This design comes from an exercise in tuning for small area and a short achievable clock period on the open sky130 flow, not from production work. At most, simulation tests tie the RTL to the original design; equivalence was not proved. Power is estimated from default activity; no workload was simulated.

==> flow/design.v (excerpt) <==
module FPadd (
    input         ADD_SUB,
    input  [31:0] FP_A,
    input  [31:0] FP_B,
    input         clk,
    output reg [31:0] FP_Z
);
clock: 7.0 ns
lec_check: 0
cap_margin: 20
core_margin: 2
core_utilization: 40
cts_buf_list: sky130_fd_sc_hd__clkbuf_8
setup_slack_margin: 4.3
slew_margin: 20
standard.sh (not shown) runs the stock make flow with config.mk's settings and CLKGATE_MAP_FILE= SYNTH_SCRIPT=/design/flow/synth_recipe.tcl, a recipe that flattens the netlist after the stock synthesis.
==> flow/flow/run.sh <==
#!/bin/bash
# The standard layout (standard.sh: the standard ORFS synthesis through
# finish, unchanged) with two differences in how the layout is made:
#  - the buffers that global placement puts on every input and output port
#    are buf_2 cells instead of the default pick (clkdlybuf4s50_1, a slow
#    clock-delay cell);
#  - clock tree synthesis inserts no dummy loads.
set -euo pipefail
cd "$(dirname "$0")/.."
export BUFFER_PORTS_ARGS="-buffer_cell sky130_fd_sc_hd__buf_2"
export CTS_ARGS="-sink_clustering_enable -repair_clock_nets -dont_use_dummy_load -buf_list sky130_fd_sc_hd__clkbuf_8 -sink_clustering_size 16 -sink_clustering_max_diameter 80"
bash standard.sh > standard.log 2>&1
Then changed:
--- a/flow/design.v
+++ b/flow/design.v
@@ -18,64 +18,70 @@
             for (i = 0; i < 8; i = i + 1)
                 if (((i >> l) & 1) == 1) begin
                     elt[i] = elt[i] | (eeq[i] & elt[((i >> l) << l) - 1]);
                     eeq[i] = eeq[i] & eeq[((i >> l) << l) - 1];
                 end
     end
     wire        dneg = elt[7] & ~lowB;
     wire        deq  = (eA == eB) | (lowA & lowB);
+    wire [7:0]  dAB = eA - eB;
+    wire [7:0]  dBA = eB - eA;
+    wire        c   = zA ^ zB;
+    wire [2:0]  hA = eA[7:5], hB = eB[7:5];
+    wire        geAB = (eA[4:0] >= eB[4:0]), geBA = (eB[4:0] >= eA[4:0]);
+    wire        eqL  = (eA[4:0] == eB[4:0]);
+    wire        h2AB = ({1'b0, hA} >= {1'b0, hB} + 4'd2), h2BA = ({1'b0, hB} >= {1'b0, hA} + 4'd2);
+    wire        h1AB = ({1'b0, hA} == {1'b0, hB} + 4'd1), h1BA = ({1'b0, hB} == {1'b0, hA} + 4'd1);
+    wire        zAB  = h2AB | (h1AB & geAB & ~(c & eqL));
+    wire        zBA  = h2BA | (h1BA & geBA & ~(c & eqL));
     wire [23:0] mA = {~zA, FP_A[22:0]}, mB = {~zB, FP_B[22:0]};
     reg  [23:0] lt, eqv;
     always @* begin
         lt  = ~mA & mB;
         eqv = ~(mA ^ mB);
         for (l = 0; (1 << l) < 24; l = l + 1)
             for (i = 0; i < 24; i = i + 1)
                 if (((i >> l) & 1) == 1) begin
                     lt[i]  = lt[i] | (eqv[i] & lt[((i >> l) << l) - 1]);
                     eqv[i] = eqv[i] & eqv[((i >> l) << l) - 1];
                 end
     end
     wire        swp = dneg | (deq & lt[23]);
     wire        xB  = FP_B[31] ^ ~ADD_SUB;
     reg  [23:0] ma1, mb1;
-    reg  [7:0]  ea1, eb1;
-    reg         sa1, sub1, swp1, nan1;
+    reg         sa1, sub1, c1, swp1, shz1, nan1;
+    reg  [4:0]  sh1;
+    reg  [7:0]  e1;
     always @(posedge clk) begin
         ma1   <= mA;
         mb1   <= mB;
         sa1   <= FP_A[31];
         sub1  <= FP_A[31] ^ xB;
+        c1    <= c & ~deq;
         swp1  <= swp;
-        ea1   <= eA;
-        eb1   <= eB;
+        sh1   <= deq ? 5'd0 : (elt[7] ? dBA[4:0] : dAB[4:0]);
+        shz1  <= ~deq & (elt[7] ? zBA : zAB);
+        e1    <= elt[7] ? eB : eA;
         nan1  <= (ffA & |FP_A[22:0]) | (ffB & |FP_B[22:0]) | (ffA & ffB & ~ADD_SUB);
     end
     wire [23:0] L0  = swp1 ? mb1 : ma1;
     wire [23:0] S0  = swp1 ? (ma1 ^ {24{sub1}}) : (mb1 ^ {24{sub1}});
-    wire        c    = ma1[23] ^ mb1[23];
-    wire [4:0]  dAB  = ea1[4:0] - eb1[4:0];
-    wire [4:0]  dBA  = eb1[4:0] - ea1[4:0];
-    wire [4:0]  sh   = (swp1 ? dBA : dAB) - {4'd0, c};
-    wire [2:0]  hA = ea1[7:5], hB = eb1[7:5];
-    wire        geAB = (ea1[4:0] >= eb1[4:0]), geBA = (eb1[4:0] >= ea1[4:0]);
-    wire        h2AB = ({1'b0, hA} >= {1'b0, hB} + 4'd2), h2BA = ({1'b0, hB} >= {1'b0, hA} + 4'd2);
-    wire        h1AB = ({1'b0, hA} == {1'b0, hB} + 4'd1), h1BA = ({1'b0, hB} == {1'b0, hA} + 4'd1);
-    wire        shz  = swp1 ? (h2BA | (h1BA & geBA)) : (h2AB | (h1AB & geAB));
+    wire [4:0]  sh  = sh1 - {4'd0, c1};
+    wire        shz = shz1;
     wire [57:0] sw  = {{31{sub1}}, S0, {3{sub1}}} >> sh;
     wire [26:0] sal = shz ? {27{sub1}} : sw[26:0];
     reg  [23:0] l2;
     reg  [26:0] s2al;
     reg  [7:0]  e2;
     reg         sl2, sub2, nan2;
     always @(posedge clk) begin
         l2    <= L0;
         s2al  <= sal;
-        e2    <= swp1 ? eb1 : ea1;
+        e2    <= e1;
         sl2   <= sa1 ^ (swp1 & sub1);
         sub2  <= sub1;
         nan2  <= nan1;
     end
     wire [27:0] xo = {1'b0, l2, 3'b000};
     wire [27:0] yo = {sub2, s2al};
     reg  [27:0] g, p;
     always @* begin
Outcome: Total power drops by a little under a tenth; final area drops by a few percent; synthesized area goes down slightly; worst setup slack improves by 0.30 ns; flip-flop and latch count is lower by 1; hold slack gets better by 0.0032 ns.
Function was not checked in any run of this note: the RTL went through the layout flow alone.


FPadd, a different RTL version from the one above (not shown whole).
Size: ~1400 cells after synthesis, roughly 280 flip-flops, roughly 0.014 mm^2 of cells after synthesis.
Design FPadd, start of the top module:
module FPadd (
    input         ADD_SUB,
    input  [31:0] FP_A,
    input  [31:0] FP_B,
    input         clk,
    output reg [31:0] FP_Z
);
clock: 7.0 ns
lec_check: 0
cap_margin: 20
core_margin: 2
core_utilization: 40
cts_buf_list: sky130_fd_sc_hd__clkbuf_8
setup_slack_margin: 4.3
slew_margin: 20
Scripts as last shown in full above: flow/flow/run.sh
Next try:
--- a/flow/design.v
+++ b/flow/design.v
@@ -39,33 +39,32 @@
                     lt[i]  = lt[i] | (eqv[i] & lt[((i >> l) << l) - 1]);
                     eqv[i] = eqv[i] & eqv[((i >> l) << l) - 1];
                 end
     end
     wire        swp = lt[30];
     wire        xB  = FP_B[31] ^ ~ADD_SUB;
     reg  [23:0] ma1, mb1;
-    reg         sa1, sub1, c1, swp1, nswp1, zab1, zba1, ii1;
+    reg         sa1, sub1, c1, swp1, zab1, zba1, ii1;
     reg  [4:0]  dab1;
     reg  [7:0]  e1;
     always @(posedge clk) begin
         ma1   <= mA;
         mb1   <= mB;
         sa1   <= FP_A[31];
         sub1  <= FP_A[31] ^ xB;
         c1    <= c;
         swp1  <= swp;
-        nswp1 <= ~swp;   
         dab1  <= dAB[4:0];
         zab1  <= zAB;
         zba1  <= zBA;
         e1    <= elt[7] ? eB : eA;
         ii1   <= ffA & ffB & ~ADD_SUB;   
     end
     wire [23:0] L0  = swp1 ? mb1 : ma1;
-    wire [23:0] S0  = nswp1 ? (mb1 ^ {24{sub1}}) : (ma1 ^ {24{sub1}});
+    wire [23:0] S0  = swp1 ? (ma1 ^ {24{sub1}}) : (mb1 ^ {24{sub1}});
     wire [4:0]  sh  = swp1 ? (~dab1 + {4'd0, ~c1}) : (dab1 - {4'd0, c1});
     wire        shz = swp1 ? zba1 : zab1;
     wire [57:0] sw  = {{31{sub1}}, S0, {3{sub1}}} >> sh;
     wire [26:0] sal = shz ? {27{sub1}} : sw[26:0];
     reg  [23:0] l2;
     reg  [26:0] s2al;
     reg  [7:0]  e2;
=> The new run went through all stages and came out clean. Clock power falls by about 1%. Power goes up by 0.94%. Design area shrinks by about 0.9%. Sequential share of layout area increases by 0.12 points. Global-route usage grows by 0.46 points. Core utilization goes down by 0.28 points. Setup slack is better by 0.078 ns. Worst hold slack improves by 0.029 ns.
Function not checked in the first run of this note: the RTL went through the layout flow alone.


## sierra
The RTL this note starts from:
==> flow/design.v <==
module FPadd (
    input         ADD_SUB,
    input  [31:0] FP_A,
    input  [31:0] FP_B,
    input         clk,
    output reg [31:0] FP_Z
);
    integer i, l;
    wire [7:0]  eA = FP_A[30:23], eB = FP_B[30:23];
    wire        zA = ~|eA, zB = ~|eB;
    wire        ffA = &eA, ffB = &eB;
    wire        lowA = ~|eA[7:1], lowB = ~|eB[7:1];
    wire        dneg = (eA < eB) & ~lowB;
    wire        deq  = (eA == eB) | (lowA & lowB);
    wire [7:0]  dAB = eA - eB;
    wire [7:0]  dBA = eB - eA;
    wire        c   = zA ^ zB;
    wire [2:0]  hA = eA[7:5], hB = eB[7:5];
    wire        geAB = (eA[4:0] >= eB[4:0]), geBA = (eB[4:0] >= eA[4:0]);
    wire        eqL  = (eA[4:0] == eB[4:0]);
    wire        h2AB = ({1'b0, hA} >= {1'b0, hB} + 4'd2), h2BA = ({1'b0, hB} >= {1'b0, hA} + 4'd2);
    wire        h1AB = ({1'b0, hA} == {1'b0, hB} + 4'd1), h1BA = ({1'b0, hB} == {1'b0, hA} + 4'd1);
    wire        zAB  = h2AB | (h1AB & geAB & ~(c & eqL));
    wire        zBA  = h2BA | (h1BA & geBA & ~(c & eqL));
    wire [23:0] mA = {~zA, FP_A[22:0]}, mB = {~zB, FP_B[22:0]};
    reg  [23:0] lt, eqv;
    always @* begin
        lt  = ~mA & mB;
        eqv = ~(mA ^ mB);
        for (l = 0; (1 << l) < 24; l = l + 1)
            for (i = 0; i < 24; i = i + 1)
                if (((i >> l) & 1) == 1) begin
                    lt[i]  = lt[i] | (eqv[i] & lt[((i >> l) << l) - 1]);
                    eqv[i] = eqv[i] & eqv[((i >> l) << l) - 1];
                end
    end
    wire        swp = dneg | (deq & lt[23]);
    wire        xB  = FP_B[31] ^ ~ADD_SUB;
    reg  [23:0] ma1, mb1;
    reg         sa1, sub1, c1, swp1, zab1, zba1, nan1, inf1;
    reg  [4:0]  dab1, dba1;
    reg  [7:0]  e1;
    always @(posedge clk) begin
        ma1   <= mA;
        mb1   <= mB;
        sa1   <= FP_A[31];
        sub1  <= FP_A[31] ^ xB;
        c1    <= c;
        swp1  <= swp;
        dab1  <= dAB[4:0];
        dba1  <= dBA[4:0];
        zab1  <= zAB;
        zba1  <= zBA;
        e1    <= (eA < eB) ? eB : eA;
        nan1  <= (ffA & |FP_A[22:0]) | (ffB & |FP_B[22:0]) | (ffA & ffB & ~ADD_SUB);
        inf1  <= ffA | ffB;
    end
    wire [23:0] L0  = swp1 ? mb1 : ma1;
    wire [23:0] S0  = swp1 ? (ma1 ^ {24{sub1}}) : (mb1 ^ {24{sub1}});
    wire [4:0]  sh  = (swp1 ? dba1 : dab1) - {4'd0, c1};
    wire        shz = swp1 ? zba1 : zab1;
    wire [57:0] sw  = {{31{sub1}}, S0, {3{sub1}}} >> sh;
    wire [26:0] sal = shz ? {27{sub1}} : sw[26:0];
    reg  [23:0] l2;
    reg  [26:0] s2al;
    reg  [7:0]  e2;
    reg         sl2, sub2, nan2, inf2;
    always @(posedge clk) begin
        l2    <= L0;
        s2al  <= sal;
        e2    <= e1;
        sl2   <= sa1 ^ (swp1 & sub1);
        sub2  <= sub1;
        nan2  <= nan1;
        inf2  <= inf1;
    end
    wire [27:0] xo = {1'b0, l2, 3'b000};
    wire [27:0] yo = {sub2, s2al};
    reg  [27:0] g, p;
    always @* begin
        g = xo & yo;
        p = xo ^ yo;
        g[0] = g[0] | (p[0] & sub2);
        for (l = 0; (1 << l) < 28; l = l + 1)
            for (i = 0; i < 28; i = i + 1)
                if (((i >> l) & 1) == 1) begin
                    g[i] = g[i] | (p[i] & g[((i >> l) << l) - 1]);
                    p[i] = p[i] & p[((i >> l) << l) - 1];
                end
    end
    wire [27:0] M = (xo ^ yo) ^ {g[26:0], sub2};
    reg  [27:0] m3;
    reg  [7:0]  e3;
    reg         sl3, sub3, nan3, inf3;
    always @(posedge clk) begin
        m3   <= M;
        e3   <= e2;
        sl3  <= sl2;
        sub3 <= sub2;
        nan3 <= nan2;
        inf3 <= inf2;
    end
    reg  [4:0]  cnt1;
    always @* begin
        cnt1 = 5'd28;
        for (i = 0; i <= 26; i = i + 1)
            if (m3[i]) cnt1 = 5'd27 - i[4:0];
    end
    reg  [26:0] msk;
    always @* begin
        for (i = 0; i <= 26; i = i + 1)
            msk[i] = ({1'b0, e3} >= 9'd26 - i);
    end
    wire        zero = ~|m3;
    wire        top  = m3[27] | m3[26];
    wire        isDN = ~top & (e3 == 8'd1);
    wire        keep = top | (e3 == 8'd0) | isDN;
    wire        dnrm = ~|(m3[26:0] & msk);
    reg  [27:0] m4;
    reg  [4:0]  k4;
    reg  [7:0]  e4;
    reg         ez4, s4, nan4, inf4;
    always @(posedge clk) begin
        m4    <= m3;
        k4    <= m3[27] ? 5'd0 : keep ? 5'd1 : dnrm ? e3[4:0] : cnt1;
        e4    <= e3 + 8'd1;
        ez4   <= isDN | (~keep & dnrm) | zero;
        s4    <= sl3 & ~(sub3 & zero);
        nan4  <= nan3;
        inf4  <= inf3;
    end
    wire [28:0] ml = {m4, 1'b0} << k4;
    wire [7:0]  en = ez4 ? 8'd0 : (e4 - {3'b000, k4});
    reg  [24:0] sig5;
    reg  [7:0]  e5;
    reg         s5, nan5, inf5;
    always @(posedge clk) begin
        sig5  <= ml[28:4];
        e5    <= en;
        s5    <= s4;
        nan5  <= nan4;
        inf5  <= inf4;
    end
    reg  [24:0] a;
    always @* begin
        a = sig5;
        for (l = 0; (1 << l) < 25; l = l + 1)
            for (i = 0; i < 25; i = i + 1)
                if (((i >> l) & 1) == 1)
                    a[i] = a[i] & a[((i >> l) << l) - 1];
    end
    wire [22:0] frac = sig5[23:1] ^ a[22:0];
    wire        rc   = a[24];
    wire [7:0]  ez   = rc ? (e5 + 8'd1) : e5;
    wire        infz = inf5 | (ez == 8'hFF);
    always @(posedge clk) begin
        if (nan5)
            FP_Z <= {s5, 8'hFF, 23'h400000};
        else if (infz)
            FP_Z <= {s5, 8'hFF, 23'h000000};
        else
            FP_Z <= {s5, ez, frac};
    end
endmodule
Settings: LEC_CHECK=0, CAP_MARGIN=20, CORE_MARGIN=2, CORE_UTILIZATION=40, CTS_BUF_LIST=sky130_fd_sc_hd__clkbuf_8, SETUP_SLACK_MARGIN=4.2, SLEW_MARGIN=20; clock period 7.0 ns.
==> flow/flow/run.sh <==
#!/bin/bash
# The standard layout (standard.sh: the standard ORFS synthesis through
# finish, unchanged) with two differences in how the layout is made:
#  - the buffers that global placement puts on every input and output port
#    are buf_2 cells instead of the default pick (clkdlybuf4s50_1, a slow
#    clock-delay cell);
#  - clock tree synthesis inserts no dummy loads.
set -euo pipefail
cd "$(dirname "$0")/.."
export BUFFER_PORTS_ARGS="-buffer_cell sky130_fd_sc_hd__buf_2"
export CTS_ARGS="-sink_clustering_enable -repair_clock_nets -dont_use_dummy_load -buf_list sky130_fd_sc_hd__clkbuf_8 -sink_clustering_size 20 -sink_clustering_max_diameter 80"
bash standard.sh > standard.log 2>&1
> inputs changed (sierra -> harbor)
diff --git a/flow/design.v b/flow/design.v
--- a/flow/design.v
+++ b/flow/design.v
@@ -93,18 +93,37 @@
     reg  [7:0]  e3;
     reg         sl3, sub3, nan3, inf3;
     always @(posedge clk) begin
-        m3   <= M;
+        m3   <= {M[27:1], 1'b0};
         e3   <= e2;
         sl3  <= sl2;
         sub3 <= sub2;
         nan3 <= nan2;
         inf3 <= inf2;
     end
+    wire [31:0] w = {1'b0, m3[26:0], 1'b1, 3'b000};
+    reg  [15:0] v1;  reg [15:0] c1l;
+    reg  [7:0]  v2;  reg [15:0] c2l;
+    reg  [3:0]  v3;  reg [11:0] c3l;
+    reg  [1:0]  v4;  reg [7:0]  c4l;
     reg  [4:0]  cnt1;
     always @* begin
-        cnt1 = 5'd28;
-        for (i = 0; i <= 26; i = i + 1)
-            if (m3[i]) cnt1 = 5'd27 - i[4:0];
+        for (i = 0; i < 16; i = i + 1) begin
+            v1[i]  = w[2*i+1] | w[2*i];
+            c1l[i] = ~w[2*i+1];
+        end
+        for (i = 0; i < 8; i = i + 1) begin
+            v2[i] = v1[2*i+1] | v1[2*i];
+            c2l[2*i+:2] = v1[2*i+1] ? {1'b0, c1l[2*i+1]} : {1'b1, c1l[2*i]};
+        end
+        for (i = 0; i < 4; i = i + 1) begin
+            v3[i] = v2[2*i+1] | v2[2*i];
+            c3l[3*i+:3] = v2[2*i+1] ? {1'b0, c2l[2*(2*i+1)+:2]} : {1'b1, c2l[2*(2*i)+:2]};
+        end
+        for (i = 0; i < 2; i = i + 1) begin
+            v4[i] = v3[2*i+1] | v3[2*i];
+            c4l[4*i+:4] = v3[2*i+1] ? {1'b0, c3l[3*(2*i+1)+:3]} : {1'b1, c3l[3*(2*i)+:3]};
+        end
+        cnt1 = v4[1] ? {1'b0, c4l[7:4]} : {1'b1, c4l[3:0]};
     end
     reg  [26:0] msk;
     always @* begin
Results
- harbor went all the way through synthesis, placement and routing and the layout is clean on timing, DRC and antenna.
- In harbor, the area of the mapped netlist came out about 0.8% above the value in sierra.
- Re longest individual stage delay on the worst path: harbor and sierra aren't equal, and the lower value belongs to harbor.
- On combinational cell fraction of total power, harbor tracks sierra almost exactly.
- When the final numbers for harbor and sierra were put side by side, the growth of design area from synthesis to finish turned out to be smaller in harbor.
- harbor ended up with a higher routed wire length than sierra did.
- Any difference in clock transition at the register clock pins on the worst setup and hold paths after CTS between sierra and harbor is small enough to ignore.
- Comparing harbor and sierra, the higher post-layout utilization of the core was measured on sierra.
- Diff sierra -> harbor: non-filler instance count after layout rose by 18, fraction of standard cell area that is sequential barely changed.
No run of this note included a check of the RTL's function; only the layout flow was run.

## static timing again, ports no longer ideal
How much do the figures lean on ideal ports? The routed layouts below were timed once more, with nothing changed but the port constraints.
Step 1 (the two cells are an assumption about what drives the block):
set clk [get_ports {clk}]
set_driving_cell -lib_cell sky130_fd_sc_hd__clkbuf_16 $clk
set_driving_cell -lib_cell sky130_fd_sc_hd__buf_2 [delete_from_list [all_inputs] $clk]
Step 2 moves the port delays by t, midway between the first and last clock arrival at a register: inputs arrive t later, outputs are due t later. That takes back most of the time a late clock gives input paths.
Slacks: ideal ports / drivers / drivers and shift; pairs: ideal ports / drivers.
run	shift t [ns]	setup slack, ns	worst setup path after step 2
the first run of note 1	0.588	3.951 / 3.951 / 3.762	input to register
the second run of note 1	0.583	4.249 / 4.233 / 3.650	input to register
the first run of note 2	0.591	4.291 / 4.291 / 3.748	input to register
the second run of note 2	0.583	4.369 / 4.369 / 3.832	input to register
sierra	0.583	4.258 / 4.258 / 3.724	input to register
harbor	0.562	4.305 / 4.305 / 3.744	input to register
After both steps setup and hold are still met in every run listed. The setup slack of the second run of note 1, which loses most, moves by -0.016 ns with the drivers and by -0.599 ns with both steps.
